From an optimization exercise on the open Yosys and OpenROAD flow, aimed at small area; shortcuts taken in it are not production practice. The RTL was checked by simulation tests, not by an equivalence proof against the original design. Power figures rest on the tool's default switching activity, not on a simulated workload.

P:
## float_multiply
module float_multiply (clk, reset, IN1, IN2, OUT);
input clk, reset;
input [31:0] IN1, IN2;
output [31:0] OUT;
reg [31:0] X1;
reg [31:0] X2;
reg [2:0]  stage;
reg [28:0] acc;     
reg [0:0]  cf;      
wire changed;
neq64 u_cmp (.a({IN2, IN1}), .b({X2, X1}), .y(changed));
wire st0 = (stage == 3'd0);
wire st7 = (stage == 3'd7);
wire [22:0] fa_m;
ao22x23 u_fam (.a(IN1[22:0]), .sa(st0), .b(X1[22:0]), .sb(~st0), .y(fa_m));
reg [4:0] win;
always @(*) begin
    case (stage)
        3'd0: win = {IN2[1:0], 3'b000};
        3'd1: win = X2[5:1];
        3'd2: win = X2[9:5];
        3'd3: win = X2[13:9];
        3'd4: win = X2[17:13];
        3'd5: win = X2[21:17];
        default: win = {3'b001, X2[22:21]};
    endcase
end
wire one0 = win[0] ^ win[1];
wire two0 = (win[2] & ~win[1] & ~win[0]) | (~win[2] & win[1] & win[0]);
wire neg0 = win[2] & ~(win[1] & win[0]);
wire one1 = win[2] ^ win[3];
wire two1 = (win[4] & ~win[3] & ~win[2]) | (~win[4] & win[3] & win[2]);
wire neg1 = win[4] & ~(win[3] & win[2]);
wire [23:0] m0 = {1'b1, X1[22:0]};
wire [23:0] m1 = {1'b1, fa_m};
wire [24:0] pp0, pp1;
brow u_row0 (.one(one0), .two(two0), .neg(neg0), .m(X1[22:0]), .pp(pp0));
brow u_row1 (.one(one1), .two(two1), .neg(neg1), .m(fa_m), .pp(pp1));
wire [24:0] A = acc[28:4] & {25{~st0}};
wire [0:0] cfg = cf & {1{~st0}};
wire nA24 = ~A[24];
wire nneg0 = ~neg0;
wire nneg1 = ~neg1;
wire npp1_24 = ~pp1[24];
wire fs0;
wire fc0;
wire fs1;
wire fc1;
wire fs2;
wire fc2;
wire fs3;
wire fc3;
wire fs4;
wire fc4;
wire fs5;
wire fc5;
wire fs6;
wire fc6;
wire fs7;
wire fc7;
wire fs8;
wire fc8;
wire fs9;
wire fc9;
wire fs10;
  ...
clock: 10.0 ns
lec_check: 0
cap_margin: 20
core_margin: 2
core_utilization: 50
cts_buf_list: sky130_fd_sc_hd__clkbuf_8
slew_margin: 20
synth_hierarchical: 1
standard.sh (not shown) runs the stock make flow with config.mk's settings and CLKGATE_MAP_FILE= SYNTH_SCRIPT=/design/flow/synth_recipe.tcl, a recipe that flattens the netlist after the stock synthesis.
==> flow/flow/run.sh <==
#!/bin/bash
# Standard layout, with the port buffers made from the smallest buffer cell
# and no dummy loads added to the clock tree.
set -euo pipefail
bash standard.sh \
  BUFFER_PORTS_ARGS="-buffer_cell sky130_fd_sc_hd__buf_1" \
  CTS_ARGS="-sink_clustering_enable -repair_clock_nets -buf_list sky130_fd_sc_hd__clkbuf_8 -dont_use_dummy_load" \
  finish > flow.log 2>&1
Input-level comparison between Q and P:
diff --git a/flow/design.v b/flow/design.v
--- a/flow/design.v
+++ b/flow/design.v
@@ -26,20 +26,25 @@
 output [24:0] pp;
 wire [25:0] e = {neg, {{1'b1, m} ^ {24{neg}}}, neg};
 assign pp = ({25{one}} & e[25:1]) | ({25{two}} & e[24:0]);
 endmodule
 module ao22x23 (a, sa, b, sb, y);
 input [22:0] a, b;
 input sa, sb;
 output [22:0] y;
 assign y = (a & {23{sa}}) | (b & {23{sb}});
 endmodule
+module ao22s (a, sa, b, sb, y);
+input a, sa, b, sb;
+output y;
+assign y = (a & sa) | (b & sb);
+endmodule
 module float_multiply (clk, reset, IN1, IN2, OUT);
 input clk, reset;
 input [31:0] IN1, IN2;
 output [31:0] OUT;
 reg [31:0] X1;
 reg [31:0] X2;
 reg [2:0]  stage;
 reg [28:0] acc;     
 reg [0:0]  cf;      
 wire changed;
@@ -269,30 +274,37 @@
     fs15,
     fs13,
     fs11,
     fs9,
     fs7,
     fs5,
     fs3,
     fs1,
     fs0};
 wire [0:0] cf_n = {hc3};
+wire [40:0] xin = {IN2, IN1[31:23]};
+wire [40:0] xold = {X2, X1[31:23]};
+wire nst0 = ~st0;
+wire [40:0] xd;
+genvar gi;
+generate
+    for (gi = 0; gi < 41; gi = gi + 1) begin : g_xd
+        ao22s u_xd (.a(xin[gi]), .sa(st0), .b(xold[gi]), .sb(nst0), .y(xd[gi]));
+    end
+endgenerate
 always @(posedge clk) begin
     if (reset || (st7 && changed))
         stage <= 3'd0;
     else if (!st7)
         stage <= stage + 3'd1;
-    X1 <= {X1[31:23], fa_m};
-    if (st0) begin
-        X1[31:23] <= IN1[31:23];
-        X2 <= IN2;
-    end
+    X1 <= {xd[8:0], fa_m};
+    X2 <= xd[40:9];
     if (!st7) begin
         acc <= sum;
         cf <= cf_n;
     end
 end
 wire tc_in18 = 1'b0;
 wire tc_out18 = (acc[18] & cf[0]) | ((acc[18] | cf[0]) & tc_in18);
 wire p47 = acc[25] ^ (tc_out18 & (&acc[24:19]));
 wire np47 = ~p47;
 wire [25:0] u;
### Flow results
Per the comparison of Q with P, worst setup slack went down by 0.16 ns, clock power was more or less identical, fraction of power consumed by the clock network went down by 0.6 points. Fraction of the core area covered by cells at the end of the flow: Q lower than P. Delta (Q minus P): combined flip-flop and latch cell area went down by about 15%; area after synthesis saw a decrease; sequential share of layout area went down 5.0 points. Q vs. P: fraction of layout cells with a size suffix above 1 went down by 0.35 points. Q — filler cell count about 4% higher, P as reference. Between P and Q, the multi-input logic area is lower for P. The share of the cycle needed by the critical path after routing in Q was higher than what P gave.

float_multiply, a different RTL version from the one above (not shown whole).
Size: about 630 cells after synthesis, about 97 flip-flops, ~98 I/O pins, ~7100 µm² of cells after synthesis.
export LEC_CHECK = 0
export CAP_MARGIN = 5
export CORE_MARGIN = 2
export CORE_UTILIZATION = 60
export CTS_BUF_LIST = sky130_fd_sc_hd__clkbuf_8
export SLEW_MARGIN = 5
export SYNTH_HIERARCHICAL = 1
create_clock -name core_clock -period 10.0 [get_ports {clk}]
Scripts as last shown in full above: flow/flow/run.sh
Then changed:
--- a/flow/design.v
+++ b/flow/design.v
@@ -15,22 +15,22 @@
 output y;
 assign y = (a != b);
 endmodule
 module isz31 (a, y);
 input [30:0] a;
 output y;
 assign y = (a == 31'd0);
 endmodule
-module brow (one, two, neg, m, pp);
-input one, two, neg;
+module brow (one_n, two_n, neg, m, pp);
+input one_n, two_n, neg;     
 input [22:0] m;
 output [24:0] pp;
-wire [25:0] e = {neg, {{1'b1, m} ^ {24{neg}}}, neg};
-assign pp = ({25{one}} & e[25:1]) | ({25{two}} & e[24:0]);
+wire [25:0] en = {~neg, ~({1'b1, m} ^ {24{neg}}), ~neg};
+assign pp = ~(({25{one_n}} | en[25:1]) & ({25{two_n}} | en[24:0]));
 endmodule
 module ao22x23 (a, sa, b, sb, y);
 input [22:0] a, b;
 input sa, sb;
 output [22:0] y;
 assign y = (a & {23{sa}}) | (b & {23{sb}});
 endmodule
 module ao22s (a, sa, b, sb, y);
@@ -69,18 +69,18 @@
 wire two0 = (win[2] & ~win[1] & ~win[0]) | (~win[2] & win[1] & win[0]);
 wire neg0 = win[2] & ~(win[1] & win[0]);
 wire one1 = win[2] ^ win[3];
 wire two1 = (win[4] & ~win[3] & ~win[2]) | (~win[4] & win[3] & win[2]);
 wire neg1 = win[4] & ~(win[3] & win[2]);
 wire [23:0] m0 = {1'b1, X1[22:0]};
 wire [23:0] m1 = {1'b1, fa_m};
 wire [24:0] pp0, pp1;
-brow u_row0 (.one(one0), .two(two0), .neg(neg0), .m(X1[22:0]), .pp(pp0));
-brow u_row1 (.one(one1), .two(two1), .neg(neg1), .m(fa_m), .pp(pp1));
+brow u_row0 (.one_n(~one0), .two_n(~two0), .neg(neg0), .m(X1[22:0]), .pp(pp0));
+brow u_row1 (.one_n(~one1), .two_n(~two1), .neg(neg1), .m(fa_m), .pp(pp1));
 wire [24:0] A = acc[28:4];
 wire [0:0] cfg = cf;
 wire nA24 = ~A[24];
 wire nneg0 = ~neg0;
 wire nneg1 = ~neg1;
 wire npp1_24 = ~pp1[24];
 wire fs0;
 wire fc0;
@@ -292,17 +292,20 @@
 wire [40:0] xd;
 wire [29:0] ad;
 genvar gi;
 generate
     for (gi = 0; gi < 41; gi = gi + 1) begin : g_xd
         ao22s u_xd (.a(xin[gi]), .sa(st0), .b(xold[gi]), .sb(nst0), .y(xd[gi]));
     end
     for (gi = 0; gi < 30; gi = gi + 1) begin : g_ad
-        ao22s u_ad (.a(anew[gi]), .sa(a_new), .b(aold[gi]), .sb(a_keep), .y(ad[gi]));
+        if (gi >= 26 && gi < 29)
+            assign ad[gi] = anew[gi] & a_new;
+        else
+            ao22s u_ad (.a(anew[gi]), .sa(a_new), .b(aold[gi]), .sb(a_keep), .y(ad[gi]));
     end
 endgenerate
 always @(posedge clk) begin
     if (restart)
         stage <= 3'd0;
     else if (!st7)
         stage <= stage + 3'd1;
     X1 <= {xd[8:0], fa_m};
The new run passed the timing, DRC and antenna checks.
Maximum frequency rises by about 1.5%.
Power shrinks by 1.5%.
Utilization is lower by 0.36 points.
Synthesized cell count rose by about 0.5%.
Global-route usage goes down by 0.37 points.

## afterwards: timing with drivers on the ports
Ports are ideal in the flow. The routed layouts listed here were re-timed in OpenROAD.
Step 1: set_driving_cell puts a clkbuf_16 on clk and a buf_2 on each other input, an assumption about the parent block.
Step 2 times the ports against the registers' clock, not the clock port: input delays grow and output delays shrink by t, the midpoint of the rising clock arrivals with the driver on.
a / b / c = ideal ports / drivers / drivers and shift; a / b = the first two.
run	t (ns)	slack for setup (ns)	hold WS [ns]	worst setup path after step 2	worst register clock-pin slew, ns
P	0.402	0.558 / 0.558 / 0.325	0.627 / 0.627 / 0.627	input to register	0.10 / 0.10
Q	0.408	0.395 / 0.395 / 0.317	0.552 / 0.552 / 0.552	input to register	0.09 / 0.09
the first run of note 2	0.394	0.421 / 0.438 / 0.044	0.493 / 0.493 / 0.493	input to register	0.09 / 0.09
the second run of note 2	0.410	0.563 / 0.563 / 0.187	0.488 / 0.488 / 0.488	input to register	0.10 / 0.10
After both steps every run listed still meets setup and hold. For the first run of note 2, which loses most, drivers alone change the setup slack by +0.017 ns; drivers and shift together by -0.377 ns.
